What follows belongs to an exercise in optimizing a design on an open flow for small area; a production flow would make more cautious choices. In this exercise RTL edits were held to simulation tests only and were not proved equivalent to the original. Power figures rest on the tool's default switching activity, not on a simulated workload.

==> design.v <==
module gomoku(
    input        clk,
    input        rst,
    input        Btn0,
    output [3:0] VGA_R,     output [3:0] VGA_G,  output [3:0] VGA_B,
    output       VGA_HS,    output       VGA_VS,
    output [3:0] KeyPadRow, input  [3:0] KeyPadCol,
    output [7:0] Dot_row,
    output [7:0] Dot1_col,
    output [7:0] Dot2_col,
    output [6:0] HEX0,      output [6:0] HEX1
);
    reg [5:0] ph;
    always @(posedge clk or negedge rst) begin
        if (!rst) ph <= 6'd2;
        else      ph <= ph + 6'd1;
    end
    wire       en_vga = ~ph[0];
    wire       tick   = ph[1] & ph[0];
    wire [1:0] krow   = ph[3:2];
    wire [2:0] drow   = ph[5:3] + {2'b00, ph[2] & ph[1]};
    assign KeyPadRow = ~(4'b0001 << krow);
    assign Dot_row   = ~(8'b00000001 << drow);
    function ge5;                
        input [4:0] x;
        input [4:0] c;
        integer b;
        begin
            ge5 = 1'b1;
            for (b = 0; b < 5; b = b + 1)
                ge5 = c[b] ? (x[b] & ge5) : (x[b] | ge5);
        end
    endfunction
    function ge10;               
        input [9:0] x;
        input [9:0] c;
        integer b;
        begin
            ge10 = 1'b1;
            for (b = 0; b < 10; b = b + 1)
                ge10 = c[b] ? (x[b] & ge10) : (x[b] | ge10);
        end
    endfunction
    function [3:0] step4;
        input [3:0] x;
        input       en;
        input       dn;
        integer b;
        reg t;
        begin
            t = en;
            for (b = 0; b < 4; b = b + 1) begin
                step4[b] = x[b] ^ t;
                t = t & (x[b] ^ dn);
            end
        end
    endfunction
    wire key_any = (KeyPadCol != 4'b1111);
    reg [3:0] key_now;
    always @(*) begin
        key_now = 4'h0;
        case (krow)
            2'd0: key_now = !KeyPadCol[3] ? 4'h0 : !KeyPadCol[2] ? 4'h1 : !KeyPadCol[1] ? 4'h4 : 4'h7;
            2'd1: key_now = !KeyPadCol[3] ? 4'hA : !KeyPadCol[2] ? 4'h2 : !KeyPadCol[1] ? 4'h5 : 4'h8;
            2'd2: key_now = !KeyPadCol[3] ? 4'hB : !KeyPadCol[2] ? 4'h3 : !KeyPadCol[1] ? 4'h6 : 4'h9;
            2'd3: key_now = !KeyPadCol[3] ? 4'hF : !KeyPadCol[2] ? 4'hE : !KeyPadCol[1] ? 4'hD : 4'hC;
        endcase
    end
    wire [2:0] kc_now = (key_now == 4'h6) ? 3'd0 : (key_now == 4'h4) ? 3'd1 :
                        (key_now == 4'h2) ? 3'd2 : (key_now == 4'h8) ? 3'd3 :
                        (key_now == 4'h5) ? 3'd4 : 3'd5;
    reg [2:0] kst;           
    reg [2:0] kc;
    reg       ev1, ev2;
    always @(posedge clk or negedge rst) begin
        if (!rst) begin
            kst <= 3'd0;
            kc  <= 3'd0;
            ev1 <= 1'b0;
            ev2 <= 1'b0;
        end else if (tick) begin
            ev1 <= 1'b0;
            ev2 <= ev1;
            if (kst == 3'd0) begin
                if (key_any) begin
                    kst <= 3'd1;
                    kc  <= kc_now;
                    ev1 <= 1'b1;
                end
            end else if (kst == 3'd7) begin
                kst <= 3'd0;
            end else begin
                kst <= key_any ? 3'd1 : kst + 3'd1;
            end
        end
    end
    wire key_valid = tick & ev2;
    reg       cp;            
    reg       lp;            
    reg [1:0] place_result;
    reg       game_over;
    reg       turn_reset;
    reg       pending;       
    reg       btn0_prev;
    reg [3:0] cur_r, cur_c;
    reg       occ_reg;       
    reg       win1, win2;    
    wire      timeout_pulse;
    wire      occ_t_now;     
    reg [4:0] hc, hx, vc, vy;    
    reg [3:0] ust;           
    wire [3:0] tr, tc;       
    wire confirm  = (~Btn0 & btn0_prev) | (key_valid && kc == 3'd4);
    wire key_dir   = ~kc[2];
    wire do_move  = key_valid && !game_over && !pending && (ust == 4'd8);
    always @(posedge clk or negedge rst) begin
        if (!rst) begin
            cp           <= 1'b0;
            lp           <= 1'b0;
            place_result <= 2'b00;
            game_over    <= 1'b0;
            turn_reset   <= 1'b0;
            pending      <= 1'b0;
            btn0_prev    <= 1'b1;
            cur_r        <= 4'd0;
            cur_c        <= 4'd0;
            occ_reg      <= 1'b0;
        end else begin
            turn_reset <= 1'b0;
            btn0_prev  <= Btn0;
            lp         <= cp;
            if (pending) begin
                pending <= 1'b0;
                occ_reg <= 1'b1;
                if (lp ? win2 : win1) game_over <= 1'b1;
                else begin
                    cp         <= ~cp;
                    turn_reset <= 1'b1;
                end
            end
            if (do_move) occ_reg <= occ_t_now;
            if (!game_over && !pending) begin
                if (timeout_pulse) begin
                    cp           <= ~cp;
                    place_result <= 2'b00;
                    turn_reset   <= 1'b1;
                end
                if (key_valid && key_dir)
                    place_result <= 2'b00;
                if (do_move) begin
                    cur_r <= tr;
                    cur_c <= tc;
                end
                if (confirm) begin
                    if (!occ_reg) begin
                        pending      <= 1'b1;
                        place_result <= 2'b01;
                    end else begin
                        place_result <= 2'b10;
                    end
                end
            end
        end
    end
    reg [8:0] tcnt;
    reg [3:0] sec_t, sec_o;
    reg       tout;
    wire      tend = (tcnt == 9'h021);
    always @(posedge clk or negedge rst) begin
        if (!rst) begin
            tcnt  <= 9'd0;
            sec_t <= 4'd9;
            sec_o <= 4'd9;
            tout  <= 1'b0;
        end else begin
            tout <= 1'b0;
            if (turn_reset) begin
                tcnt  <= 9'd0;
                sec_t <= 4'd9;
                sec_o <= 4'd9;
            end else if (!game_over) begin
                if (tend) begin
                    tcnt <= 9'd0;
                    if (sec_t != 4'd0 || sec_o != 4'd0) begin
                        if (sec_o == 4'd0) begin
                            sec_o <= 4'd9;
                            sec_t <= sec_t - 4'd1;
                        end else begin
                            sec_o <= sec_o - 4'd1;
                        end
                        if (sec_t == 4'd0 && sec_o == 4'd1) tout <= 1'b1;
                    end
                end else begin
                    tcnt <= {tcnt[7:0], ~(tcnt[8] ^ tcnt[4])};
                end
            end
        end
    end
    assign timeout_pulse = tout;
    function [6:0] seg7;
        input [3:0] d;
        begin
        seg7[0] = ~((d[3]) | (d[2] & d[0]) | (~d[2] & ~d[0]) | (d[1]));
        seg7[1] = ~((~d[1] & ~d[0]) | (~d[2]) | (d[1] & d[0]));
        seg7[2] = (~d[2] & d[1] & ~d[0]);
        seg7[3] = (d[2] & ~d[1] & ~d[0]) | (~d[3] & ~d[2] & ~d[1] & d[0]) | (d[2] & d[1] & d[0]);
        seg7[4] = (d[2] & ~d[1]) | (d[0]);
        seg7[5] = (~d[2] & d[1]) | (~d[3] & ~d[2] & d[0]) | (d[1] & d[0]);
        seg7[6] = (~d[3] & ~d[2] & ~d[1]) | (d[2] & d[1] & d[0]);
        end
    endfunction
    assign HEX0 = seg7(sec_o);
    assign HEX1 = seg7(sec_t);
    reg  [255:0] occ, bp2;
    wire [255:0] occ_d, bp2_d;
    wire [15:0] rsel = 16'd1 << cur_r;
    wire [15:0] csel = 16'd1 << cur_c;
    wire wen = pending & ~occ_reg;
    genvar gi, gj;
    generate
        for (gi = 0; gi < 16; gi = gi + 1) begin : g_wr
            gk_setrow u_o (.rw(wen & rsel[gi]),      .c(csel), .q(occ[16*gi +: 16]), .d(occ_d[16*gi +: 16]));
            gk_setrow u_p (.rw(wen & cp & rsel[gi]), .c(csel), .q(bp2[16*gi +: 16]), .d(bp2_d[16*gi +: 16]));
        end
    endgenerate
    always @(posedge clk or negedge rst) begin
        if (!rst) begin
            occ <= 256'd0;
            bp2 <= 256'd0;
        end else begin
            occ <= occ_d;
            bp2 <= bp2_d;
        end
    end
    wire trig_key = tick && (kst == 3'd0) && key_any;
    wire [1:0] mv_now = kc_now[1:0];
    wire mv_ok = ~kc_now[2] &&
                 ((kc_now[1:0] == 2'd0) ? (cur_r != 4'd0) : (kc_now[1:0] == 2'd1) ? (cur_r != 4'd15) :
                  (kc_now[1:0] == 2'd2) ? (cur_c != 4'd0) : (cur_c != 4'd15));
    wire trig = trig_key & mv_ok;
    wire [3:0] s  = trig ? 4'd0 : ust;
    wire busy = trig | ((ust != 4'd0) && (ust != 4'd9));
    wire [1:0] m  = trig ? mv_now : kc[1:0];
    assign tr = step4(cur_r, ~m[1], ~m[0]);
    assign tc = step4(cur_c, m[1], ~m[0]);
    reg signed [4:0] k;
    always @(*) begin
        case (s)
            4'd0: k = -5'sd4;
            4'd1: k =  5'sd4;
            4'd2: k = -5'sd3;
            4'd3: k =  5'sd3;
            4'd4: k = -5'sd2;
            4'd5: k =  5'sd2;
            4'd6: k = (m == 2'd1) ?  5'sd1 : -5'sd1;
            4'd7: k = (m[1]) ?  5'sd1 : 5'sd0;
            default: k = (m == 2'd1) ? -5'sd1 : (m == 2'd0) ? 5'sd1 : 5'sd0;
        endcase
    end
    wire [4:0] ra  = {1'b0, tr} + k;
    wire [4:0] cd  = {1'b0, tc} + k;
    wire [4:0] ca  = {1'b0, tc} - k;
    wire row_ok = ~ra[4];
    wire [3:0] pa = busy ? ra[3:0] : vc[3:0];
    wire [15:0] pasel = 16'd1 << pa;
    wire [15:0] po, pq;
    generate
        for (gj = 0; gj < 16; gj = gj + 1) begin : g_port
            wire [15:0] col_o, col_q;
            for (gi = 0; gi < 16; gi = gi + 1) begin : g_b
                assign col_o[gi] = occ[16*gi + gj];
                assign col_q[gi] = bp2[16*gi + gj];
            end
            gk_sel16 u_o (.s(pasel), .d(col_o), .o(po[gj]));
            gk_sel16 u_q (.s(pasel), .d(col_q), .o(pq[gj]));
        end
    endgenerate
    wire [2:0] co, cq, cor, cqr;
    wire [3:0] nc = hc[4] ? 4'd0 : hc[3:0] + 4'd1;
    wire [3:0] va = busy ? tc : nc;
    gk_mux16 u_pv_o (.a(va),      .d(po), .o(cor[0]));
    gk_mux16 u_pv_q (.a(va),      .d(pq), .o(cqr[0]));
    gk_mux16 u_pd_o (.a(cd[3:0]), .d(po), .o(cor[1]));
    gk_mux16 u_pd_q (.a(cd[3:0]), .d(pq), .o(cqr[1]));
    gk_mux16 u_pa_o (.a(ca[3:0]), .d(po), .o(cor[2]));
    gk_mux16 u_pa_q (.a(ca[3:0]), .d(pq), .o(cqr[2]));
    wire [2:0] pk_ok = {row_ok & ~ca[4], row_ok & ~cd[4], row_ok};
    assign co = cor & pk_ok;
    assign cq = cqr & pk_ok;
    wire [5:0] cpk = {cq, co & ~cq};       
    reg [11:0] rx, ry;
    reg acc1, acc2;
    reg occ_t;
    integer e;
    wire [11:0] hwin;
    genvar gq;
    generate
        for (gq = 0; gq < 12; gq = gq + 1) begin : g_hw
            assign hwin[gq] = ge5({1'b0, tc}, gq) & ~ge5({1'b0, tc}, gq + 5);
        end
    endgenerate
    wire [15:0] tcsel = 16'd1 << tc;
    wire h1, h2;
    gk_run5 u_h1 (.m((po & ~pq) | tcsel), .w(hwin), .y(h1));
    gk_run5 u_h2 (.m(pq | tcsel),         .w(hwin), .y(h2));
    wire is_h = (k == 5'sd0);
    assign occ_t_now = ((s == 4'd8) && is_h) ? cor[0] : occ_t;
    wire first_n  = (s == 4'd6);
    wire s_first  = (s[3:1] == 3'd0);      
    wire second_n = (s == 4'd8 && !is_h) || (s == 4'd7 && m[1]);
    wire side_f   = (m == 2'd1);           
    reg [11:0] rx_d, ry_d;
    reg [5:0]  fin;                        
    reg [1:0]  rs, ro;
    reg        x1, x2;
    always @(*) begin
        for (e = 0; e < 6; e = e + 1) begin
            rs = side_f ? ry[2*e +: 2] : rx[2*e +: 2];
            ro = side_f ? rx[2*e +: 2] : ry[2*e +: 2];
            x1 = cpk[e] & (rs == 2'd3);
            x2 = cpk[e] ? (rs[1] | ro[1] | (rs[0] & ro[0])) : (ro == 2'd3);
            if (first_n) begin
                rx_d[2*e +: 2] = {x2, x1};
                ry_d[2*e +: 2] = {x2, x1};
            end else begin
                rx_d[2*e +: 2] = ry[2*e +: 2];
                ry_d[2*e +: 2] = {cpk[e] & ~s_first & (rx[2*e+1] ^ rx[2*e]), cpk[e] & (s_first | ~rx[2*e])};
            end
            fin[e] = second_n & (cpk[e] ? rx[2*e+1] : rx[2*e]);
        end
    end
    always @(posedge clk or negedge rst) begin
        if (!rst) begin
            ust   <= 4'd0;
            acc1  <= 1'b0;
            acc2  <= 1'b0;
            win1  <= 1'b0;
            win2  <= 1'b0;
            occ_t <= 1'b0;
            rx    <= 12'd0;
            ry    <= 12'd0;
        end else begin
            rx <= rx_d;
            ry <= ry_d;
            if (trig) begin
                ust  <= 4'd1;
                acc1 <= 1'b0;
                acc2 <= 1'b0;
            end else if (ust == 4'd9) begin
                ust  <= 4'd0;
                win1 <= acc1;
                win2 <= acc2;
            end else if (ust != 4'd0) begin
                ust <= ust + 4'd1;
            end
            if (busy) begin
                if (is_h) begin
                    occ_t <= cor[0];
                    if (h1) acc1 <= 1'b1;
                    if (h2) acc2 <= 1'b1;
                end
                if (|fin[2:0]) acc1 <= 1'b1;
                if (|fin[5:3]) acc2 <= 1'b1;
            end
        end
    end
    wire h_last = (hc == 5'd25) && (hx == 5'd3);      
    wire h_wrap = (hc == 5'd28) && (hx == 5'd15);     
    always @(posedge clk or negedge rst) begin
        if (!rst) begin
            hc <= 5'd25; hx <= 5'd4;
            vc <= 5'd18; vy <= 5'd5;
        end else if (en_vga) begin
            if (h_wrap) begin
                hc <= 5'd0; hx <= 5'd0;
            end else if (hx == 5'd27) begin
                hc <= hc + 5'd1; hx <= 5'd0;
            end else begin
                hx <= hx + 5'd1;
            end
            if (h_last) begin
                if (vc == 5'd18 && vy == 5'd20) begin
                    vc <= 5'd0; vy <= 5'd0;
                end else if (vy == 5'd27) begin
                    vc <= vc + 5'd1; vy <= 5'd0;
                end else begin
                    vy <= vy + 5'd1;
                end
            end
        end
    end
    wire h0 = (hc == 5'd25) && (hx == 5'd4);           
    wire hs_on = ge10({hc, hx}, {5'd20, 5'd1}) & ~ge10({hc, hx}, {5'd23, 5'd13});
    assign VGA_HS = ~hs_on;
    wire vs_on = h0 ? ((vc == 5'd16 && vy == 5'd27) || (vc == 5'd17 && vy == 5'd0))
                    : (vc == 5'd16 && (vy == 5'd26 || vy == 5'd27));
    assign VGA_VS = ~vs_on;
    wire left_border = ge10({hc, hx}, {5'd25, 5'd4});                  
    wire vis_x = left_border | ~ge10({hc, hx}, {5'd19, 5'd12});
    wire vis_y = ge10({vc, vy}, {5'd18, 5'd5}) | ~ge10({vc, vy}, {5'd16, 5'd16});
    wire visible  = vis_x & vis_y;
    wire in_board = ~hc[4] & ~vc[4];
    reg [1:0] vcur, vnxt;    
    wire nxt_ok = ~busy & ((~hc[4] & (hc[3:0] != 4'd15)) | left_border);
    wire pn_o = cor[0];
    wire pn_q = cqr[0];
    wire wr_nxt = wen & (cur_r == vc[3:0]) & (cur_c == nc);
    wire is_cursor = (vc[3:0] == cur_r) && (hc[3:0] == cur_c);
    wire wr_cur = wen & is_cursor;
    wire enter = en_vga & (h_wrap | (hx == 5'd27));
    wire [1:0] vnxt_d = (nxt_ok ? {pn_q, pn_o} : vnxt) | {wr_nxt & cp, wr_nxt};
    always @(posedge clk or negedge rst) begin
        if (!rst) begin
            vcur <= 2'b00;
            vnxt <= 2'b00;
        end else begin
            vnxt <= vnxt_d;
            vcur <= enter ? vnxt_d : (vcur | {wr_cur & cp, wr_cur});
        end
    end
    wire v_occ = vcur[0];
    wire v_p2  = vcur[1];
    wire grid_pixel = (hx == 5'd0) || (vy == 5'd0) || (hx == 5'd27) || (vy == 5'd27);
    wire in_stone   = ge5(hx, 5'd4) & ~ge5(hx, 5'd24) & ge5(vy, 5'd4) & ~ge5(vy, 5'd24);
    wire cur_outline = ~ge5(hx, 5'd2) | ~ge5(vy, 5'd2) | ge5(hx, 5'd26) | ge5(vy, 5'd26);
    wire cur_cross  = (ge5(hx, 5'd13) & ~ge5(hx, 5'd16) & ge5(vy, 5'd8) & ~ge5(vy, 5'd21)) |
                      (ge5(vy, 5'd13) & ~ge5(vy, 5'd16) & ge5(hx, 5'd8) & ~ge5(hx, 5'd21));
    reg [3:0] r_o, g_o, b_o;
    always @(*) begin
        r_o = 4'h0; g_o = 4'h0; b_o = 4'h0;
        if (visible) begin
            r_o = 4'hD; g_o = 4'h9; b_o = 4'h4;
            if (in_board) begin
                if (grid_pixel) begin
                    r_o = 4'h0; g_o = 4'h6; b_o = 4'h0;
                end
                if (v_occ && in_stone) begin
                    r_o = {4{v_p2}}; g_o = {4{v_p2}}; b_o = {4{v_p2}};
                end
                if (is_cursor && (cur_outline || cur_cross)) begin
                    r_o = {4{cp}}; g_o = {4{cp}}; b_o = {4{cp}};
                end
            end
        end
    end
    assign VGA_R = r_o;
    assign VGA_G = g_o;
    assign VGA_B = b_o;
    reg [7:0] pat1, pat2;
    reg [1:0] dcq;
    integer i;
    wire [1:0] rp = drow[1:0] ^ {2{drow[2]}};
    always @(*) begin
        for (i = 0; i < 8; i = i + 1) begin
            dcq = (i < 4) ? i : 7 - i;
            pat1[i] = (place_result[0] & ({1'b0, rp} + {1'b0, dcq} != 3'd4)) |
                      (place_result[1] & ((rp != dcq) || (dcq == 2'd0)));
        end
        pat2 = 8'b00000000;
        if (game_over) begin
            if (!cp) begin
                case (drow)
                    3'd7: pat2 = 8'b11110011;
                    3'd6: pat2 = 8'b11100011;
                    3'd5: pat2 = 8'b11000011;
                    3'd4: pat2 = 8'b11110011;
                    3'd3: pat2 = 8'b11110011;
                    3'd2: pat2 = 8'b11110011;
                    3'd1: pat2 = 8'b11000001;
                    3'd0: pat2 = 8'b11111111;
                endcase
            end else begin
                case (drow)
                    3'd7: pat2 = 8'b11100011;
                    3'd6: pat2 = 8'b11001101;
                    3'd5: pat2 = 8'b11111001;
                    3'd4: pat2 = 8'b11110011;
                    3'd3: pat2 = 8'b11100111;
                    3'd2: pat2 = 8'b11001111;
                    3'd1: pat2 = 8'b11000001;
                    3'd0: pat2 = 8'b11111111;
                endcase
            end
        end
    end
    assign Dot1_col = ~pat1;
    assign Dot2_col = ~pat2;
endmodule
module gk_setrow(
    input         rw,
    input  [15:0] c,
    input  [15:0] q,
    output [15:0] d
);
    genvar i;
    generate
        for (i = 0; i < 16; i = i + 1) begin : g
            gk_ao21 u (.a(rw), .b(c[i]), .c(q[i]), .y(d[i]));
        end
    endgenerate
endmodule
module gk_ao21(
    input  a,
    input  b,
    input  c,
    output y
);
    assign y = (a & b) | c;
endmodule
module gk_sel16(
    input  [15:0] s,
    input  [15:0] d,
    output        o
);
    wire a, b;
    gk_sel8 u0 (.s(s[7:0]),  .d(d[7:0]),  .o(a));
    gk_sel8 u1 (.s(s[15:8]), .d(d[15:8]), .o(b));
    assign o = a | b;
endmodule
module gk_sel8(
    input  [7:0] s,
    input  [7:0] d,
    output       o
);
    assign o = |(s & d);
endmodule
module gk_mux16(
    input  [3:0]  a,
    input  [15:0] d,
    output        o
);
    assign o = d[a];
endmodule
module gk_run5(
    input  [15:0] m,
    input  [11:0] w,
    output        y
);
    wire [14:0] p2 = m[14:0] & m[15:1];
    wire [12:0] p4 = p2[12:0] & p2[14:2];
    wire [11:0] p5 = p4[11:0] & m[15:4];
    assign y = |(p5 & w);
endmodule
==> flow/run.sh <==
#!/bin/bash
# Layout flow: the standard ORFS flow (same config.mk, same steps and
# synthesis script) with three changes:
#   - ABC maps the logic with flow/abc.script (area oriented, no buffering)
#   - the port buffers are sky130_fd_sc_hd__buf_1
#   - clock tree synthesis inserts no dummy loads
# Each tool's full output is kept under orfs/logs; make's own output in make.log.
set -euo pipefail
W=$(pwd)
cat > "$W/flow_synth.tcl" <<EOS
proc abc {args} {
  set i [lsearch \$args -script]
  if {\$i >= 0} { lset args [expr {\$i + 1}] $W/flow/abc.script }
  yosys abc {*}\$args
}
source $W/synth_recipe.tcl
EOS
make -C "$FLOW_HOME" DESIGN_CONFIG="$W/config.mk" WORK_HOME="$W/orfs" CLKGATE_MAP_FILE= \
    SYNTH_SCRIPT="$W/flow_synth.tcl" \
    BUFFER_PORTS_ARGS="-buffer_cell sky130_fd_sc_hd__buf_1" \
    CTS_ARGS="-sink_clustering_enable -repair_clock_nets -sink_clustering_size 12 -sink_clustering_max_diameter 45 -buf_list sky130_fd_sc_hd__clkbuf_8 -dont_use_dummy_load" \
    finish > "$W/make.log" 2>&1
R="$W/orfs/results/$FLOW_PLATFORM/gomoku/base"
: # left out here: write the final layout as DEF
==> flow/abc.script <==
strash
dc2
dch -f
amap
&get -n
&st
&dch -f
&nf -p -R 1000
&put
==> standard.sh <==
#!/bin/bash
# synth_recipe.tcl (not shown) runs the flow's synth.tcl, then flattens the netlist and writes it again
# the make line also repeats each setting of config.mk as NAME=value (left out here)
make -C /OpenROAD-flow-scripts/flow DESIGN_CONFIG=/design/flow/config.mk WORK_HOME=/design/flow/orfs CLKGATE_MAP_FILE= SYNTH_SCRIPT=/design/flow/synth_recipe.tcl "${@:-finish}"
==> config.mk <==
export PLATFORM = sky130hd
export DESIGN_NAME = gomoku
export DESIGN_NICKNAME = gomoku
export VERILOG_FILES = /design/flow/design.v
export SDC_FILE = /design/flow/constraint.sdc
export NUM_CORES = 8
export LEC_CHECK = 0
export ABC_AREA = 0
export CAP_MARGIN = 5
export CORE_MARGIN = 2
export CORE_UTILIZATION = 70
export SLEW_MARGIN = 5
==> constraint.sdc <==
create_clock -name core_clock -period 12.0 [get_ports {clk}]
set_input_delay 2.4000 -clock core_clock [delete_from_list [all_inputs] [get_ports {clk}]]
set_output_delay 2.4000 -clock core_clock [all_outputs]
set_load 0.01 [all_outputs]
==> results of run 1 <==
==> cell type report <==
class                      count  area share (%)
clock buffer                  69           3.144
inverter                      52          0.6463
multi-input combinational   1805           40.47
sequential                   618           51.26
tap                          525           2.175
timing repair buffer         120           2.307
==> stage by stage <==
stage               cell area (µm²)  power [mW]
finish                        30200       6.061
global route                  30200       6.240
CTS                           30190       5.934
detailed placement            29240       4.762
global placement              29240       4.712
floorplan                     27860       3.554
==> cells by family after synthesis <==
logic type / after synthesis
DFF: 618
buffers and inverters: 67
AOI/OAI and AO/OA: 1022
muxes: 37
adders and majority gates: 47
xor gates and xnor gates: 51
and+or+nand+nor: 648
==> worst max-delay path: cells and delay by family <==
| kind | cells | cell delay, ns |
|---|---|---|
| AOI/OAI and AO/OA | 12 | 3.39 |
| xor gates and xnor gates | 2 | 0.26 |
| adders and majority gates | 1 | 0.34 |
| muxes | 5 | 2.17 |
| buffers and inverters | 3 | 0.67 |
| and+or+nand+nor | 11 | 2.48 |
==> synthesized netlist by cell type (all sizes together) (7+ instances only) <==
| cell | n | area [µm²] |
|---|---|---|
| a21oi | 77 | 385.4 |
| o21ai | 74 | 370.4 |
| xor2 | 19 | 166.4 |
| a2111oi | 10 | 87.58 |
| nand2b | 18 | 112.6 |
| nor3 | 35 | 175.2 |
| clkinv | 52 | 195.2 |
| buf | 15 | 112.6 |
| o22ai | 15 | 93.84 |
| and2 | 14 | 87.58 |
| or3 | 13 | 81.33 |
| o211ai | 10 | 75.07 |
| o31ai | 7 | 52.55 |
| dfstp | 14 | 367.9 |
| mux2i | 21 | 210.2 |
| a31oi | 16 | 100.1 |
| nand4 | 50 | 312.8 |
| mux2 | 12 | 135.1 |
| nand2 | 206 | 773.2 |
| nor2 | 173 | 649.4 |
| a211oi | 9 | 67.56 |
| nor2b | 17 | 106.4 |
| xnor2 | 32 | 280.3 |
| a22oi | 111 | 833.3 |
| nor3b | 9 | 67.56 |
| o21bai | 324 | 2432 |
| nand3 | 62 | 310.3 |
| ha | 44 | 550.5 |
| and3 | 18 | 112.6 |
| dfrtp | 604 | 15110 |
| a222oi | 68 | 680.7 |
| or2 | 13 | 81.33 |
| a22o | 26 | 227.7 |
| a21o | 214 | 1607 |
| a221oi | 15 | 131.4 |
==> worst paths after layout <==
kind	from	to	slack, ns	cells after the start
min reg2reg	occ[188]	occ[188]	0.46	1
min	occ[188]	occ[188]	0.46	1
max reg2reg	ph[2]	ry[5]	2.24	35
min in group asynchronous	rst	sec_t[1]	1.80	1
max in group asynchronous	rst	occ[194]	7.74	3
max	KeyPadCol[2]	ry[5]	0.76	34
==> power breakdown <==
group          internal, mW  switching [mW]
logic                 0.612            2.05
registers              2.13          0.0694
clock network         0.511           0.683
==> metal layers <==
layer | routed length [µm] | share of wire [%] | GRT usage (%)
met5 | 0 | 0 | 0.4762
met4 | 4793 | 5.4 | 22.16
met3 | 10910 | 12 | 12.43
met2 | 39570 | 45 | 65.02
met1 | 32970 | 37 | 58.77
==> results by group, run 1 <==
Synthesis
  • Post-synthesis sequential area ratio: 55.57%
  • Syn Nets: 2544
  • Cell count after synthesis: 2490
  • Most used DFF post-synth: dfrtp_1
  • Yosys warns: 1
  • Post-synth EDFFs: 0
  • Compound-Gate Fraction of Synth Area: 27.12%
  • Largest family of logic cells by synthesized area: compound AO/OA/AOI/OAI gates
  • Synth Area in Simple Gates: 10.85%
  • Post-synthesis async set-or-reset flop share: 100.0%
  • Seq cells post-synth: 618
  • Post-synthesis adder-cell area fraction: 2.191%
  • Syn Area/Cell: 11.19 µm²
  • Cell variety after synth: 65
  • Mux contribution to synthesized area: 1.563%
  • Post-synthesis cell area: 0.02786 mm²
  • XOR/XNOR share of the synthesized area: 1.603%

STA
  • Tmin final: 11.24 ns
  • RSZ-0062 raised after global routing: false
  • Max-slew violation count: 0
  • Clock skew: 0.1058 ns
  • Worst-margin pin slew: 1.407 ns
  • Endpoints failing setup: 0
  • Tcrit/Tclk final: 93.64%
  • Final hold violations: 0
  • Setup TNS: 0 ns
  • Final WS setup: 0.7637 ns
  • Hold WS: 0.4564 ns
  • Fmax: 0.08900 GHz
  • Normalized max-slew margin: 5.911%

Clock tree
  • Hold buffer count at cts: 0
  • CTS tree: yes
  • Root Driver: clkbuf_8
  • Post-CTS Setup Repair Bufs: 0
  • Total clock sinks: 618
  • Htree depth: 3
  • Clock Path Buffers: 3
  • CTS buffer count: 69
  • Clock Latency Late Sink: 0.69 ns
  • Worst-path clk slew: 0.07 ns
  • Post-CTS sizing: 0

Final layout
  • Post-layout util: 76.37%
  • Commonest non-fill, non-tap cell in the layout: dfrtp_1
  • Filler instances: 2630
  • Max reg flops: 257
  • Layout cell share with drive strength beyond 1: 6.306%
  • Nets: 2720
  • Non-Filler Instances: 3189
  • # diodes: 0
  • Commonest non-fill, non-tap cells in the layout: dfrtp_1 (604), o21bai_1 (324), a21o_1 (214)
  • P&R area growth vs syn: 8.402%
  • Storage element area: 0.01548 mm²
  • Multi-input combinational cell area: 0.01222 mm²

Routing
  • Detail Route Antenna Nets: 0
  • Vias: 23420
  • Routed wire length: 88240 µm
  • Drt first pass iters: 9
  • DRT iter0 DRCs: 3278
  • DRC Markers: 0
  • Via density: 7.344
  • DR WL/cell: 27.67 µm

Critical path
  • Most frequent CP cell: nand2_1
  • Worst setup EP type: register
  • CP Class: in -> reg
  • Largest fanout on the critical path: 23
  • Slowest library cell on the worst path: mux2i_2
  • CP max stage delay: 0.89 ns
  • Critical path arrival: 11.74 ns
  • Worst Path Required: 12.51 ns
  • Crit path launch type: input port

Power and ir drop
  • LEAKAGE: 15.06 nW
  • Total power per unit cell area: 200.7 mW/mm²
  • IR drop worst, VDD: 0.0002711 V

Placed design
  • IO buf count: 62
  • Gpl congestion: 1.015
  • Post-DP HPWL: 55330 µm
  • Inst Count DP: 3120
  • Setup WS pre-CTS: 0.4418 ns

Run status
  • Status: complete, no violations

Floorplanning
  • Row cnt: 73
  • # IOs: 63
  • Starting density of the core: 70.45%
  • Die Y: 203.5 µm
  • DIE AREA: 0.04141 mm²
  • Core area: 0.03955 mm²
  • Overall die width: 203.5 µm

Min path
  • Hold Path Class: reg -> reg

Global routing
  • Number of global-route vias before repair: 23040
  • Largest net degree at the start of global routing: 175
  • Initial antenna violation count: 1
  • First-pass GRT wire length: 136200 µm
  • Total track usage: 43.50%
  • Gr ovfl total: 0

Run
  • Max Cap Viol: 0
==> inputs of run 2 (changes only) <==
--- a/design.v
+++ b/design.v
@@ -278,3 +278,3 @@
     wire [2:0] co, cq, cor, cqr;
-    wire [3:0] nc = hc[4] ? 4'd0 : hc[3:0] + 4'd1;
+    wire [3:0] nc;           
     wire [3:0] va = busy ? tc : nc;
@@ -402,24 +402,17 @@
     wire in_board = ~hc[4] & ~vc[4];
-    reg [1:0] vcur, vnxt;    
-    wire nxt_ok = ~busy & ((~hc[4] & (hc[3:0] != 4'd15)) | left_border);
-    wire pn_o = cor[0];
-    wire pn_q = cqr[0];
-    wire wr_nxt = wen & (cur_r == vc[3:0]) & (cur_c == nc);
-    wire is_cursor = (vc[3:0] == cur_r) && (hc[3:0] == cur_c);
-    wire wr_cur = wen & is_cursor;
-    wire enter = en_vga & (h_wrap | (hx == 5'd27));
-    wire [1:0] vnxt_d = (nxt_ok ? {pn_q, pn_o} : vnxt) | {wr_nxt & cp, wr_nxt};
+    reg [1:0] vcell;         
+    wire in_sq_x  = ge5(hx, 5'd4) & ~ge5(hx, 5'd24);
+    wire vtail    = ge5(hx, 5'd24);                    
+    assign nc     = hc[4] ? 4'd0 : hc[3:0] + {3'd0, vtail};
+    wire vref     = ~busy & (hc[4] | ~in_sq_x);
+    wire vw       = wen & (cur_r == vc[3:0]) & (cur_c == nc);
     always @(posedge clk or negedge rst) begin
-        if (!rst) begin
-            vcur <= 2'b00;
-            vnxt <= 2'b00;
-        end else begin
-            vnxt <= vnxt_d;
-            vcur <= enter ? vnxt_d : (vcur | {wr_cur & cp, wr_cur});
-        end
+        if (!rst) vcell <= 2'b00;
+        else      vcell <= (vref ? {cqr[0], cor[0]} : vcell) | {vw & cp, vw};
     end
-    wire v_occ = vcur[0];
-    wire v_p2  = vcur[1];
+    wire v_occ = vcell[0];
+    wire v_p2  = vcell[1];
+    wire is_cursor = (vc[3:0] == cur_r) && (hc[3:0] == cur_c);
     wire grid_pixel = (hx == 5'd0) || (vy == 5'd0) || (hx == 5'd27) || (vy == 5'd27);
-    wire in_stone   = ge5(hx, 5'd4) & ~ge5(hx, 5'd24) & ge5(vy, 5'd4) & ~ge5(vy, 5'd24);
+    wire in_stone   = in_sq_x & ge5(vy, 5'd4) & ~ge5(vy, 5'd24);
     wire cur_outline = ~ge5(hx, 5'd2) | ~ge5(vy, 5'd2) | ge5(hx, 5'd26) | ge5(vy, 5'd26);
--- a/flow/run.sh
+++ b/flow/run.sh
@@ -20,3 +20,3 @@
     BUFFER_PORTS_ARGS="-buffer_cell sky130_fd_sc_hd__buf_1" \
-    CTS_ARGS="-sink_clustering_enable -repair_clock_nets -sink_clustering_size 12 -sink_clustering_max_diameter 45 -buf_list sky130_fd_sc_hd__clkbuf_8 -dont_use_dummy_load" \
+    CTS_ARGS="-sink_clustering_enable -repair_clock_nets -sink_clustering_size 8 -sink_clustering_max_diameter 40 -buf_list sky130_fd_sc_hd__clkbuf_4 -dont_use_dummy_load" \
     finish > "$W/make.log" 2>&1
==> flow/abc.script (replaced) <==
strash
dc2
dch -f
amap
&get -n
&st
&deepsyn -T 60
&dch -f
&nf -p -R 1000 -C 32 -F 8
&put
==> results by group, run 2 <==
Run status
  • Status: complete, no violations

Clock tree
  • Htree depth: 3
  • Clock Path Buffers: 3
  • Total clock sinks: 616
  • CTS buffer count: 93
  • Hold buffer count at cts: 0
  • CTS tree: yes
  • Worst-path clk slew: 0.08 ns
  • Clock Latency Late Sink: 0.88 ns
  • Post-CTS Setup Repair Bufs: 0
  • Post-CTS sizing: 0
  • Root Driver: clkbuf_4

STA
  • Final WS setup: 1.445 ns
  • Normalized max-slew margin: 10.81%
  • Max-slew violation count: 0
  • Tcrit/Tclk final: 87.96%
  • Worst-margin pin slew: 1.330 ns
  • Final hold violations: 0
  • Endpoints failing setup: 0
  • Fmax: 0.09474 GHz
  • RSZ-0062 raised after global routing: false
  • Hold WS: 0.4596 ns
  • Setup TNS: 0 ns
  • Tmin final: 10.56 ns
  • Clock skew: 0.1019 ns

Floorplanning
  • DIE AREA: 0.04068 mm²
  • Row cnt: 72
  • Overall die width: 201.7 µm
  • Core area: 0.03865 mm²
  • Die Y: 201.7 µm
  • Starting density of the core: 70.79%
  • # IOs: 63

Routing
  • Detail Route Antenna Nets: 0
  • Routed wire length: 85390 µm
  • Drt first pass iters: 12
  • Vias: 22930
  • DRT iter0 DRCs: 3027
  • Via density: 7.293
  • Met2 WL post-DR: 38880 µm
  • DRC Markers: 0
  • Top layer in use: met4
  • Routed wl met3: 9945 µm
  • DR WL/cell: 27.16 µm
  • Met1 Wirelength: 31940 µm

Critical path
  • Critical path arrival: 11.23 ns
  • CP max stage delay: 0.85 ns
  • Largest fanout on the critical path: 17
  • Most frequent CP cell: nor2_1
  • CP Class: in -> reg
  • Worst setup EP type: register
  • Slowest library cell on the worst path: a31oi_1
  • Crit path launch type: input port
  • Worst Path Required: 12.67 ns

Final layout
  • Storage element area: 0.01543 mm²
  • Commonest non-fill, non-tap cell in the layout: dfrtp_1
  • Multi-input combinational cell area: 0.01177 mm²
  • Filler instances: 2600
  • P&R area growth vs syn: 7.747%
  • Max reg flops: 257
  • Nets: 2683
  • Post-layout util: 76.28%
  • Commonest non-fill, non-tap cells in the layout: dfrtp_1 (602), o21bai_1 (307), nand2_1 (231)
  • Layout cell share with drive strength beyond 1: 7.581%

Synthesis
  • Largest family of logic cells by synthesized area: compound AO/OA/AOI/OAI gates
  • Post-synthesis sequential area ratio: 56.40%
  • Post-synthesis adder-cell area fraction: 2.323%
  • Cell variety after synth: 61
  • Most common library cells after synthesis: dfrtp_1 (602), o21bai_1 (307), nand2_1 (231)
  • Yosys warns: 1
  • Syn Area/Cell: 11.32 µm²
  • XOR/XNOR share of the synthesized area: 1.601%
  • Mux contribution to synthesized area: 1.207%
  • Syn Nets: 2473
  • Count leader, synth: dfrtp_1
  • Post-synth EDFFs: 0
  • Post-synth top area share: 55.06%
  • Post-synthesis cell area: 0.02736 mm²
  • Cell count after synthesis: 2417
  • Synth Area in Simple Gates: 11.05%
  • Compound-Gate Fraction of Synth Area: 26.41%
  • Top cells by area, synth: dfrtp_1 (55%), o21bai_1 (8.4%), a21o_1 (5.9%)
  • Most used DFF post-synth: dfrtp_1
  • Synth area leader: dfrtp_1
  • Seq cells post-synth: 616
  • Post-synthesis async set-or-reset flop share: 100.0%

Placed design
  • Setup WS pre-CTS: 0.8774 ns
  • IO buf count: 62
  • Post-DP HPWL: 55320 µm
  • Gpl congestion: 0.9777

Power and ir drop
  • LEAKAGE: 14.87 nW
  • Logic pwr share: 39.8%
  • Internal power: 3.006 mW
  • Total power per unit cell area: 183.5 mW/mm²
  • Sw Pwr: 2.405 mW
  • IR drop worst, VDD: 0.0002365 V
  • Register share of total power: 41.2%
  • Sw Ratio: 44.45%
  • Clock power frac: 19.0%

Global routing
  • Number of global-route vias before repair: 23180
  • Largest net degree at the start of global routing: 180
  • Gr ovfl total: 0
  • Initial antenna violation count: 1
  • First-pass GRT wire length: 133100 µm
  • Total track usage: 42.77%

Min path
  • Hold Path Class: reg -> reg

Run
  • Max Cap Viol: 0
-- run 2: cell types whose count changed after synthesis, moves of 9 or more --
cell | before | now
a222oi_1 | 68 | 99
a22oi_1 | 111 | 57
and3_1 | 18 | 8
clkinv_1 | 52 | 43
nand2_1 | 206 | 231
nand2b_1 | 18 | 30
nand3_1 | 62 | 49
nor2_1 | 173 | 162
o21ai_0 | 74 | 57
o21bai_1 | 324 | 307
-- run 2: area by class of cell --
type	count	share of cell area, %
Clock buffer	93	2.368
Inverter	43	0.5475
Sequential cell	616	52.35
Multi-Input combinational cell	1743	39.91
Tap cell	518	2.199
Antenna cell	1	0.008489
Timing Repair Buffer	130	2.619
-- run 2: metal layers --
layer,GRT usage (%),up-vias
li1,-,9591
met1,56.47,11450
met2,65.11,1543
met3,11.89,343
met4,23.11,0
met5,0,-
-- run 2: logic make-up (layout without fill, tap and decap cells) --
group | after synthesis | count (layout)
compound gates | 965 | 965
simple gates | 649 | 649
flops | 616 | 616
buf+inv | 58 | 266
xor+xnor | 50 | 50
fa+ha+maj | 49 | 49
mux | 30 | 30
other cells | 0 | 1
-- run 2: worst paths after layout --
| kind | slack (ns) | depth (start not counted) | end | start |
|---|---|---|---|---|
| worst max-delay path | 1.44 | 30 | acc1 | KeyPadCol[2] |
| worst min-delay path | 0.46 | 1 | occ[145] | occ[145] |
| worst max register to register | 2.26 | 28 | acc1 | ph[0] |
| worst min register to register | 0.46 | 1 | occ[145] | occ[145] |
| max in group asynchronous | 8.40 | 3 | bp2[174] | rst |
| min in group asynchronous | 1.44 | 1 | sec_o[1] | rst |
-- run 2: power by group through the flow --
stage	Clock, mW	Combinational (mW)	Sequential (mW)
2_1_floorplan	0	1.06	2.24
4_1_cts	1.03	2.04	2.23
5_1_grt	1.12	2.22	2.24
3_5_place_dp	0	2.03	2.27
3_3_place_gp	0	2.01	2.26
6_report	1.03	2.15	2.23
-- run 2: critical path: cells and delay by family --
kind	cells	cell delay, ns
AO/OA/AOI/OAI	10	3.52
AND/OR/NAND/NOR	11	2.81
buffers and inverters	4	1.01
multiplexers	3	0.81
adder cells (fa/ha/maj)	1	0.44
XOR/XNOR	1	0.20
-- run 2: per-stage QoR --
step / std cells / power, mW / cell area, µm²
2_1_floorplan: 2417 / 3.301 / 27360
3_5_place_dp: 3050 / 4.296 / 28780
5_1_grt: 3144 / 5.573 / 29480
4_1_cts: 3143 / 5.300 / 29480
3_3_place_gp: 3050 / 4.270 / 28780
6_report: 3144 / 5.410 / 29480
==> inputs of run 3 (changes only) <==
--- a/design.v
+++ b/design.v
@@ -98,3 +98,2 @@
     reg       cp;            
-    reg       lp;            
     reg [1:0] place_result;
@@ -110,3 +109,3 @@
     reg [4:0] hc, hx, vc, vy;    
-    reg [3:0] ust;           
+    reg       urun;          
     wire [3:0] tr, tc;       
@@ -114,3 +113,3 @@
     wire key_dir   = ~kc[2];
-    wire do_move  = key_valid && !game_over && !pending && (ust == 4'd8);
+    wire do_move  = key_valid && !game_over && !pending && urun;
     always @(posedge clk or negedge rst) begin
@@ -118,3 +117,2 @@
             cp           <= 1'b0;
-            lp           <= 1'b0;
             place_result <= 2'b00;
@@ -130,3 +128,2 @@
             btn0_prev  <= Btn0;
-            lp         <= cp;
             if (pending) begin
@@ -134,3 +131,3 @@
                 occ_reg <= 1'b1;
-                if (lp ? win2 : win1) game_over <= 1'b1;
+                if ((cp ^ turn_reset) ? win2 : win1) game_over <= 1'b1;
                 else begin
@@ -240,4 +237,5 @@
     wire trig = trig_key & mv_ok;
-    wire [3:0] s  = trig ? 4'd0 : ust;
-    wire busy = trig | ((ust != 4'd0) && (ust != 4'd9));
+    wire [3:0] s  = trig ? 4'd0 : ({1'b0, ev2, ph[1:0]} + 4'd1);
+    wire busy = trig | (urun & (ev1 | ev2));
+    wire uswap = urun & ~ev1 & ~ev2;
     wire [1:0] m  = trig ? mv_now : kc[1:0];
@@ -333,3 +331,3 @@
         if (!rst) begin
-            ust   <= 4'd0;
+            urun  <= 1'b0;
             acc1  <= 1'b0;
@@ -345,11 +343,9 @@
             if (trig) begin
-                ust  <= 4'd1;
+                urun <= 1'b1;
                 acc1 <= 1'b0;
                 acc2 <= 1'b0;
-            end else if (ust == 4'd9) begin
-                ust  <= 4'd0;
+            end else if (uswap) begin
+                urun <= 1'b0;
                 win1 <= acc1;
                 win2 <= acc2;
-            end else if (ust != 4'd0) begin
-                ust <= ust + 4'd1;
             end
--- a/flow/run.sh
+++ b/flow/run.sh
@@ -20,3 +20,3 @@
     BUFFER_PORTS_ARGS="-buffer_cell sky130_fd_sc_hd__buf_1" \
-    CTS_ARGS="-sink_clustering_enable -repair_clock_nets -sink_clustering_size 8 -sink_clustering_max_diameter 40 -buf_list sky130_fd_sc_hd__clkbuf_4 -dont_use_dummy_load" \
+    CTS_ARGS="-sink_clustering_enable -repair_clock_nets -sink_clustering_size 10 -sink_clustering_max_diameter 30 -buf_list sky130_fd_sc_hd__clkbuf_4 -dont_use_dummy_load" \
     finish > "$W/make.log" 2>&1
==> results by group, run 3 <==
Run status
  • Status: complete, no violations

Floorplanning
  • Core area: 0.03856 mm²
  • DIE AREA: 0.04053 mm²
  • Die Y: 201.3 µm
  • # IOs: 63
  • Starting density of the core: 70.68%
  • Overall die width: 201.3 µm
  • Row cnt: 72

Routing
  • DRC Markers: 0
  • DR WL/cell: 26.72 µm
  • Routed wire length: 84700 µm
  • Drt first pass iters: 9
  • Detail Route Antenna Nets: 0
  • Via density: 7.203
  • DRT iter0 DRCs: 3371
  • Vias: 22830

STA
  • Normalized max-slew margin: 15.82%
  • Max-slew violation count: 0
  • Fmax: 0.09114 GHz
  • RSZ-0062 raised after global routing: false
  • Tmin final: 10.97 ns
  • Setup TNS: 0 ns
  • Final hold violations: 0
  • Final WS setup: 1.028 ns
  • Worst-margin pin slew: 1.258 ns
  • Endpoints failing setup: 0
  • Tcrit/Tclk final: 91.44%
  • Clock skew: 0.1500 ns

Clock tree
  • Total clock sinks: 612
  • Post-CTS Setup Repair Bufs: 0
  • Root Driver: clkbuf_4
  • CTS buffer count: 109
  • Post-CTS sizing: 0
  • CTS tree: yes
  • Clock Path Buffers: 3
  • Htree depth: 3
  • Clock Latency Late Sink: 0.95 ns
  • Worst-path clk slew: 0.05 ns
  • Hold buffer count at cts: 0

Global routing
  • Gr ovfl total: 0
  • Largest net degree at the start of global routing: 185
  • Initial antenna violation count: 2
  • Number of global-route vias before repair: 23030
  • Total track usage: 42.64%
  • First-pass GRT wire length: 132200 µm

Critical path
  • Crit path launch type: input port
  • CP max stage delay: 0.87 ns
  • Worst setup EP type: register
  • Reg2reg setup slack: 1.61 ns
  • Worst Path Required: 12.72 ns
  • CP Class: in -> reg
  • R2r worst-path depth: 32
  • Largest fanout on the critical path: 19
  • Slowest library cell on the worst path: a2111oi_0
  • Critical path arrival: 11.69 ns
  • Reg2reg start: ph[0]
  • Worst R2R End: acc1

Power and ir drop
  • Design Power: 3.597 mW
  • IR drop worst, VDD: 0.0001148 V
  • LEAKAGE: 15.04 nW
  • Total power per unit cell area: 122.1 mW/mm²

Placed design
  • Post-DP HPWL: 54990 µm
  • IO buf count: 62
  • Gpl congestion: 0.9715
  • Setup WS pre-CTS: 0.7022 ns
  • Inst Count DP: 3052

Synthesis
  • Cell count after synthesis: 2426
  • Count leader, synth: dfrtp_1
  • Synth area leader: dfrtp_1
  • Top cells by area, synth: dfrtp_1 (55%), o21bai_1 (7.9%), a21o_1 (6.4%)
  • Post-synthesis async set-or-reset flop share: 100.0%
  • Post-synth top area share: 54.91%
  • Syn Nets: 2484
  • Most used DFF post-synth: dfrtp_1
  • Yosys warns: 1
  • Post-synthesis cell area: 0.02725 mm²
  • Post-synth EDFFs: 0
  • Cell variety after synth: 58
  • Post-synthesis sequential area ratio: 56.26%
  • Syn Area/Cell: 11.23 µm²
  • Most common library cells after synthesis: dfrtp_1 (598), o21bai_1 (288), a21o_1 (232)
  • Seq cells post-synth: 612

Min path
  • Hold Path End: occ[56]
  • Worst Hold Depth: 1
  • Hold Path Class: reg -> reg
  • HP Start: occ[56]

Final layout
  • Commonest non-fill, non-tap cell in the layout: dfrtp_1
  • Layout cell share with drive strength beyond 1: 7.681%
  • Filler instances: 2632
  • P&R area growth vs syn: 8.080%
  • Max reg flops: 257
  • Non-Filler Instances: 3170
  • Nets: 2703
  • Commonest non-fill, non-tap cells in the layout: dfrtp_1 (598), o21bai_1 (288), a21o_1 (232)

Run
  • Max Cap Viol: 0
[run 3: changes by cell type after synthesis, moves of 7 or more]
cell,change
a22oi_1,+61
a222oi_1,-40
o21bai_1,-19
nand3_1,+17
a21o_1,+16
nand2_1,-16
nand4_1,-15
o21ai_0,+11
or3_1,-9
and4_1,-8
nor2_1,-7
[run 3: cell type report]
cell class              instances  area [µm²]  share of cell area (%)
diodes                          9       22.52                 0.07646
flip-flops and latches        612       15330                   52.05
clock buffers                 109       818.3                   2.778
repair buffers                123       732.0                   2.485
inverters                      46       172.7                  0.5862
well taps                     518       648.1                   2.200
multi-input cells            1753       11730                   39.82
[run 3: metrics by stage]
| stage | area (µm²) | hold slack (ns) | utilization (%) |
|---|---|---|---|
| 6_report | 29450 | 0.4583 | 76.39 |
| 5_1_grt | 29450 | 0.4669 | 76.39 |
| 4_1_cts | 29430 | 0.4570 | 76.33 |
| 3_5_place_dp | 28610 | 0.4437 | 74.21 |
| 3_3_place_gp | 28610 | 0.4332 | 74.21 |
| 2_1_floorplan | 27250 | 0.4237 | - |
[run 3: worst max-delay path, delay by kind of cell]
kind / cells / cell delay [ns]
simple gates: 15 / 3.73
compound gates: 12 / 3.93
xor+xnor: 1 / 0.18
buf+inv: 2 / 0.34
mux: 2 / 0.83
fa+ha+maj: 1 / 0.28
[run 3: power by group]
part	leakage [nW]	switching [mW]	internal, mW
logic	6.13	0.214	0.114
clock network	0.502	0.684	0.411
registers	8.41	0.0640	2.11
total	15.0	0.963	2.63
[run 3: cells by family (layout without fill, tap and decap cells)]
| group | Yosys count | count (layout) | share of synthesized area, % |
|---|---|---|---|
| AO/OA/AOI/OAI | 1014 | 1014 | 27.45 |
| XOR/XNOR | 50 | 50 | 1.607 |
| adder cells (fa/ha/maj) | 51 | 51 | 2.424 |
| buffers and inverters | 61 | 278 | 1.047 |
| flip-flops | 612 | 612 | 56.26 |
| multiplexers | 27 | 27 | 1.028 |
| other | 0 | 9 | 0 |
| AND/OR/NAND/NOR | 611 | 611 | 10.19 |
[run 3: how the worst max path moves through the flow]
stage                      start    to  slack (ns)
global route        KeyPadCol[2]  acc1        0.23
finish              KeyPadCol[2]  acc1        1.03
global placement    KeyPadCol[2]  acc2        1.19
floorplan           KeyPadCol[2]  acc2        2.48
CTS                 KeyPadCol[2]  acc1        1.38
detailed placement  KeyPadCol[2]  acc1        0.70
[run 3: metal layers]
| metal | global-route usage (%) | wire [µm] | vias up |
|---|---|---|---|
| li1 | - | - | 9622 |
| met5 | 0 | 0 | - |
| met3 | 13.77 | 10620 | 422 |
| met1 | 54.74 | 30830 | 11260 |
| met2 | 65.51 | 38340 | 1529 |
| met4 | 22.45 | 4907 | 0 |
==> inputs of run 4 (changes only) <==
--- a/flow/run.sh
+++ b/flow/run.sh
@@ -20,3 +20,3 @@
     BUFFER_PORTS_ARGS="-buffer_cell sky130_fd_sc_hd__buf_1" \
-    CTS_ARGS="-sink_clustering_enable -repair_clock_nets -sink_clustering_size 10 -sink_clustering_max_diameter 30 -buf_list sky130_fd_sc_hd__clkbuf_4 -dont_use_dummy_load" \
+    CTS_ARGS="-sink_clustering_enable -repair_clock_nets -sink_clustering_size 9 -sink_clustering_max_diameter 40 -buf_list sky130_fd_sc_hd__clkbuf_4 -dont_use_dummy_load" \
     finish > "$W/make.log" 2>&1
==> results by group, run 4 <==
Run status
  • Status: complete, no violations

Critical path
  • CP Class: in -> reg
  • Slowest library cell on the worst path: a211oi_1
  • Critical path arrival: 11.56 ns
  • Reg2reg start: ph[0]
  • Crit path launch type: input port
  • Critical path launch point: KeyPadCol[2]
  • Worst setup EP type: register
  • CP max stage delay: 0.84 ns
  • Largest fanout on the critical path: 25
  • Worst Path Required: 12.66 ns
  • Most frequent CP cell: nand2_1

Power and ir drop
  • Sw Ratio: 27.01%
  • Logic pwr share: 9.4%
  • LEAKAGE: 14.95 nW
  • Total power per unit cell area: 119.7 mW/mm²
  • IR drop worst, VDD: 0.0001170 V
  • Clock power frac: 28.6%
  • Sw Pwr: 946.6 µW
  • Register share of total power: 62.0%
  • Internal power: 2.558 mW

Clock tree
  • Root Driver: clkbuf_4
  • Post-CTS Setup Repair Bufs: 0
  • Total clock sinks: 612
  • CTS buffer count: 88
  • CTS tree: yes
  • Clock Path Buffers: 3
  • Htree depth: 3
  • Clock Latency Late Sink: 0.89 ns
  • Post-CTS sizing: 0
  • Worst-path clk slew: 0.09 ns
  • Hold buffer count at cts: 0

Final layout
  • Commonest non-fill, non-tap cells in the layout: dfrtp_1 (598), o21bai_1 (288), a21o_1 (232)
  • Max reg flops: 257
  • Post-layout util: 75.94%
  • Nets: 2682
  • P&R area growth vs syn: 7.438%
  • Layout cell share with drive strength beyond 1: 6.941%
  • Commonest non-fill, non-tap cell in the layout: dfrtp_1

Routing
  • Routed wire length: 84360 µm
  • Met1 Wirelength: 31070 µm
  • Drt first pass iters: 18
  • Detail Route Antenna Nets: 0
  • Met2 WL post-DR: 38360 µm
  • DRT iter0 DRCs: 3275
  • Top layer in use: met5
  • DRC Markers: 0
  • Vias: 22690
  • DR WL/cell: 26.85 µm
  • Via density: 7.222
  • Routed wl met3: 10260 µm

STA
  • Fmax: 0.09173 GHz
  • Tmin final: 10.90 ns
  • Setup TNS: 0 ns
  • Normalized max-slew margin: 20.27%
  • Tcrit/Tclk final: 90.85%
  • RSZ-0062 raised after global routing: false
  • Endpoints failing setup: 0
  • Worst-margin pin slew: 1.192 ns
  • Final hold violations: 0
  • Clock skew: 0.1700 ns
  • Max-slew violation count: 0

Synthesis
  • Syn Area/Cell: 11.23 µm²
  • Post-synth top area share: 54.91%
  • Synth area leader: dfrtp_1
  • Top cells by area, synth: dfrtp_1 (55%), o21bai_1 (7.9%), a21o_1 (6.4%)
  • Most used DFF post-synth: dfrtp_1
  • Cell count after synthesis: 2426
  • Post-synth EDFFs: 0
  • Count leader, synth: dfrtp_1
  • Yosys warns: 1
  • Post-synthesis async set-or-reset flop share: 100.0%
  • Syn Nets: 2484
  • Cell variety after synth: 58
  • Post-synthesis cell area: 0.02725 mm²
  • Post-synthesis sequential area ratio: 56.26%
  • Most common library cells after synthesis: dfrtp_1 (598), o21bai_1 (288), a21o_1 (232)
  • Seq cells post-synth: 612

Global routing
  • Largest net degree at the start of global routing: 185
  • Total track usage: 42.42%
  • Gr ovfl total: 0
  • Initial antenna violation count: 2
  • Number of global-route vias before repair: 22830
  • First-pass GRT wire length: 131500 µm

Floorplanning
  • Starting density of the core: 70.68%
  • Die Y: 201.3 µm
  • # IOs: 63
  • Row cnt: 72
  • DIE AREA: 0.04053 mm²
  • Overall die width: 201.3 µm
  • Core area: 0.03856 mm²

Min path
  • Hold Path Class: reg -> reg
  • HP Start: ry[5]

Run
  • Max Cap Viol: 0

Placed design
  • Gpl congestion: 0.9715
  • Post-DP HPWL: 54990 µm
  • IO buf count: 62
[run 4: critical path: cells and delay by family]
| kind | cells | cell delay [ns] |
|---|---|---|
| adders and majority gates | 1 | 0.28 |
| muxes | 2 | 0.99 |
| AOI/OAI and AO/OA | 13 | 3.38 |
| xor gates and xnor gates | 1 | 0.17 |
| buffers and inverters | 3 | 0.68 |
| and+or+nand+nor | 16 | 3.61 |
[run 4: cells by family (layout without fill, tap and decap cells)]
| family | Yosys count | in the layout | synth area share [%] |
|---|---|---|---|
| AOI/OAI and AO/OA | 1014 | 1014 | 27.45 |
| and+or+nand+nor | 611 | 611 | 10.19 |
| muxes | 27 | 27 | 1.028 |
| other | 0 | 2 | 0 |
| DFF | 612 | 612 | 56.26 |
| buffers and inverters | 61 | 257 | 1.047 |
| adders and majority gates | 51 | 51 | 2.424 |
| xor gates and xnor gates | 50 | 50 | 1.607 |
[run 4: cell type report]
class	instances	area, µm²
Antenna cell	2	5.005
Tap cell	518	648.1
Inverter	46	172.7
Clock buffer	88	660.6
Sequential cell	612	15330
Multi-Input combinational cell	1753	11730
Timing Repair Buffer	123	732.0
Fill cell	2629	9278
[run 4: final timing paths]
path | cells past startpoint | end | slack, ns
min in group asynchronous | 1 | tcnt[4] | 1.71
worst max register to register | 35 | acc2 | 1.75
worst min-delay path | 1 | rx[5] | 0.44
worst min register to register | 1 | rx[5] | 0.44
max in group asynchronous | 3 | occ[45] | 8.29
worst max-delay path | 36 | acc2 | 1.10
[run 4: stage by stage]
| step | hold WS (ns) | power [mW] | cells | worst slack, ns | area, µm² |
|---|---|---|---|---|---|
| floorplan | 0.4237 | 2.409 | 2426 | 2.477 | 27250 |
| global placement | 0.4332 | 2.521 | 3052 | 1.191 | 28610 |
| detailed placement | 0.4437 | 2.535 | 3052 | 0.7022 | 28610 |
| CTS | 0.4349 | 3.507 | 3140 | 1.447 | 29270 |
| global route | 0.4620 | 3.642 | 3141 | 0.4331 | 29280 |
| finish | 0.4407 | 3.504 | 3142 | 1.098 | 29280 |
[run 4: power groups by stage]
stage,sequential [mW],clock [mW],combinational (mW)
after detailed placement,2.21,0,0.327
final,2.17,1.00,0.331
after global routing,2.18,1.10,0.368
after CTS,2.17,1.01,0.330
after floorplan,2.19,0,0.218
after global placement,2.21,0,0.316
[run 4: per-layer routing]
layer / vias to the layer above / track usage [%]
met2: 1509 / 65.18
met4: 2 / 21.69
met3: 376 / 13.17
met5: - / 0
met1: 11230 / 55.10
li1: 9570 / -
==> inputs of run 5 (changes only) <==
--- a/flow/run.sh
+++ b/flow/run.sh
@@ -20,3 +20,3 @@
     BUFFER_PORTS_ARGS="-buffer_cell sky130_fd_sc_hd__buf_1" \
-    CTS_ARGS="-sink_clustering_enable -repair_clock_nets -sink_clustering_size 9 -sink_clustering_max_diameter 40 -buf_list sky130_fd_sc_hd__clkbuf_4 -dont_use_dummy_load" \
+    CTS_ARGS="-sink_clustering_enable -repair_clock_nets -sink_clustering_size 8 -sink_clustering_max_diameter 40 -buf_list sky130_fd_sc_hd__clkbuf_4 -dont_use_dummy_load" \
     finish > "$W/make.log" 2>&1
--- a/config.mk
+++ b/config.mk
@@ -11,2 +11,3 @@
 export CORE_UTILIZATION = 70
+export PLACE_DENSITY = 0.75
 export SLEW_MARGIN = 5
==> results by group, run 5 <==
Run status
  • Status: complete, no violations

Synthesis
  • Syn Nets: 2484
  • Post-synthesis async set-or-reset flop share: 100.0%
  • Seq cells post-synth: 612
  • Syn Area/Cell: 11.23 µm²
  • Most used DFF post-synth: dfrtp_1
  • Most common library cells after synthesis: dfrtp_1 (598), o21bai_1 (288), a21o_1 (232)
  • Count leader, synth: dfrtp_1
  • Top cells by area, synth: dfrtp_1 (55%), o21bai_1 (7.9%), a21o_1 (6.4%)
  • Post-synthesis cell area: 0.02725 mm²
  • Cell count after synthesis: 2426
  • Post-synth EDFFs: 0
  • Yosys warns: 1
  • Post-synth top area share: 54.91%
  • Post-synthesis sequential area ratio: 56.26%
  • Cell variety after synth: 58
  • Synth area leader: dfrtp_1

Global routing
  • Gr ovfl total: 0
  • Largest net degree at the start of global routing: 185
  • Total track usage: 42.52%
  • Number of global-route vias before repair: 22950
  • First-pass GRT wire length: 131800 µm
  • Initial antenna violation count: 4

STA
  • Clock skew: 0.1356 ns
  • Final WS setup: 1.238 ns
  • RSZ-0062 raised after global routing: false
  • Tcrit/Tclk final: 89.69%
  • Tmin final: 10.76 ns
  • Setup TNS: 0 ns
  • Fmax: 0.09292 GHz
  • Endpoints failing setup: 0
  • Normalized max-slew margin: 17.50%
  • Hold WS: 0.4347 ns
  • Max-slew violation count: 0
  • Worst-margin pin slew: 1.236 ns
  • Final hold violations: 0

Critical path
  • Largest fanout on the critical path: 19
  • Slowest library cell on the worst path: a2111oi_0
  • Worst R2R End: acc1
  • CP Class: in -> reg
  • R2r worst-path depth: 32
  • Reg2reg setup slack: 1.90 ns
  • Reg2reg start: ph[0]
  • Critical path arrival: 11.45 ns
  • Worst setup EP type: register
  • Crit path launch type: input port
  • CP max stage delay: 0.81 ns
  • Worst Path Required: 12.69 ns

Routing
  • DRC Markers: 0
  • Detail Route Antenna Nets: 0
  • Vias: 22700
  • Routed wire length: 84360 µm
  • Drt first pass iters: 25
  • DR WL/cell: 26.80 µm
  • DRT iter0 DRCs: 3211
  • Via density: 7.209

Power and ir drop
  • Sw Ratio: 26.94%
  • IR drop worst, VDD: 0.0001413 V
  • LEAKAGE: 14.97 nW
  • Design Power: 3.526 mW
  • Internal power: 2.576 mW
  • Register share of total power: 61.6%
  • Total power per unit cell area: 120.3 mW/mm²
  • Logic pwr share: 9.3%
  • Sw Pwr: 949.8 µW
  • Clock power frac: 29.1%

Clock tree
  • Clock Latency Late Sink: 0.86 ns
  • Htree depth: 3
  • Hold buffer count at cts: 0
  • Post-CTS Setup Repair Bufs: 0
  • Clock Path Buffers: 3
  • Post-CTS sizing: 0
  • Total clock sinks: 612
  • Root Driver: clkbuf_4
  • Worst-path clk slew: 0.09 ns
  • CTS buffer count: 93
  • CTS tree: yes

Final layout
  • P&R area growth vs syn: 7.585%
  • Commonest non-fill, non-tap cell in the layout: dfrtp_1
  • Max reg flops: 257
  • Nets: 2687
  • Commonest non-fill, non-tap cells in the layout: dfrtp_1 (598), o21bai_1 (288), a21o_1 (232)
  • Layout cell share with drive strength beyond 1: 7.118%
  • Post-route cell area: 0.02932 mm²

Placed design
  • Setup WS pre-CTS: 0.7022 ns
  • Gpl congestion: 0.9715
  • Post-DP HPWL: 54990 µm
  • IO buf count: 62
  • Area after DPL: 0.02861 mm²

Floorplanning
  • Row cnt: 72
  • Die Y: 201.3 µm
  • Core area: 0.03856 mm²
  • # IOs: 63
  • Overall die width: 201.3 µm
  • Starting density of the core: 70.68%
  • DIE AREA: 0.04053 mm²

Min path
  • HP Start: ry[5]
  • Hold Path Class: reg -> reg
  • Worst Hold Depth: 1
  • Hold Path End: rx[5]

Run
  • Max Cap Viol: 0
==> run 5: cell counts after synthesis <==
No cell type changed its count.
==> run 5: routing by layer <==
| layer | vias to the layer above | GRT usage, % | part of all wire [%] |
|---|---|---|---|
| met4 | 4 | 22.32 | 5.9 |
| met3 | 387 | 13.22 | 12 |
| met2 | 1542 | 65.37 | 45 |
| li1 | 9581 | - | - |
| met5 | - | 0 | 0.027 |
| met1 | 11180 | 54.93 | 36 |
==> run 5: logic make-up (layout without fill, tap and decap cells) <==
group	Yosys count	in the layout	synth area share (%)
other cells	0	3	0
mux	27	27	1.028
buf+inv	61	262	1.047
fa+ha+maj	51	51	2.424
simple gates	611	611	10.19
flops	612	612	56.26
compound gates	1014	1014	27.45
xor+xnor	50	50	1.607
==> run 5: final cells by class <==
cell class / instances / area [µm²]
inverters: 46 / 172.7
repair buffers: 123 / 732.0
fillers: 2619 / 9238
multi-input cells: 1753 / 11730
flip-flops and latches: 612 / 15330
well taps: 518 / 648.1
clock buffers: 93 / 698.2
diodes: 3 / 7.507
==> run 5: worst max-delay path by stage <==
stage / slack (ns) / start / endpoint
floorplan: 2.48 / KeyPadCol[2] / acc2
global placement: 1.19 / KeyPadCol[2] / acc2
detailed placement: 0.70 / KeyPadCol[2] / acc1
CTS: 1.46 / KeyPadCol[2] / acc1
global route: 0.46 / KeyPadCol[2] / acc1
finish: 1.24 / KeyPadCol[2] / acc1
==> run 5: stage by stage <==
step,instances,util (%)
2_1_floorplan,2426,-
3_3_place_gp,3052,74.21
3_5_place_dp,3052,74.21
4_1_cts,3145,76.02
5_1_grt,3147,76.04
6_report,3148,76.04
==> run 5: power groups by stage <==
stage                     Combinational, mW  Sequential [mW]  Clock [mW]
after global routing                  0.368             2.18        1.12
after detailed placement              0.327             2.21           0
after global placement                0.316             2.21           0
after CTS                             0.329             2.17        1.03
after floorplan                       0.218             2.19           0
final                                 0.329             2.17        1.03
==> run 5: worst max-delay path, delay by kind of cell <==
kind / cells / cell delay [ns]
fa+ha+maj: 1 / 0.28
simple gates: 15 / 3.57
compound gates: 12 / 3.82
xor+xnor: 1 / 0.19
mux: 2 / 0.82
buf+inv: 2 / 0.34

==> what the ideal ports hide <==
In the flow no input, the clock included, has a driving cell. The finished layouts below were timed again as built, in two steps. Step 1: set_driving_cell puts a clkbuf_16 on clk and a buf_2 on each other input, an assumption about the parent block. Step 2, shift: input delay + t, output delay - t, t = (earliest + latest rising clock arrival at the registers) / 2. This alone moves slack from input paths to output paths. Three values: ideal, step 1, step 2; two values: the first two.
run	t, ns	slack for setup (ns)	hold slack, ns	worst data-port slew with drivers (ns)	pins driven straight from the clock port
run 1	0.695	0.764 / 0.795 / 0.100	0.456 / 0.456 / 0.456	0.04	1
run 2	0.882	1.445 / 1.480 / 0.598	0.460 / 0.460 / 0.460	0.03	1
run 3	0.933	1.027 / 1.063 / 0.130	0.458 / 0.458 / 0.458	0.03	1
run 4	0.860	1.098 / 1.132 / 0.272	0.441 / 0.441 / 0.441	0.03	1
run 5	0.848	1.238 / 1.273 / 0.425	0.435 / 0.435 / 0.435	0.03	1
After both steps setup and hold are still met in every run listed. For run 3, which loses most, drivers alone change the setup slack by +0.036 ns; drivers and shift together by -0.897 ns.
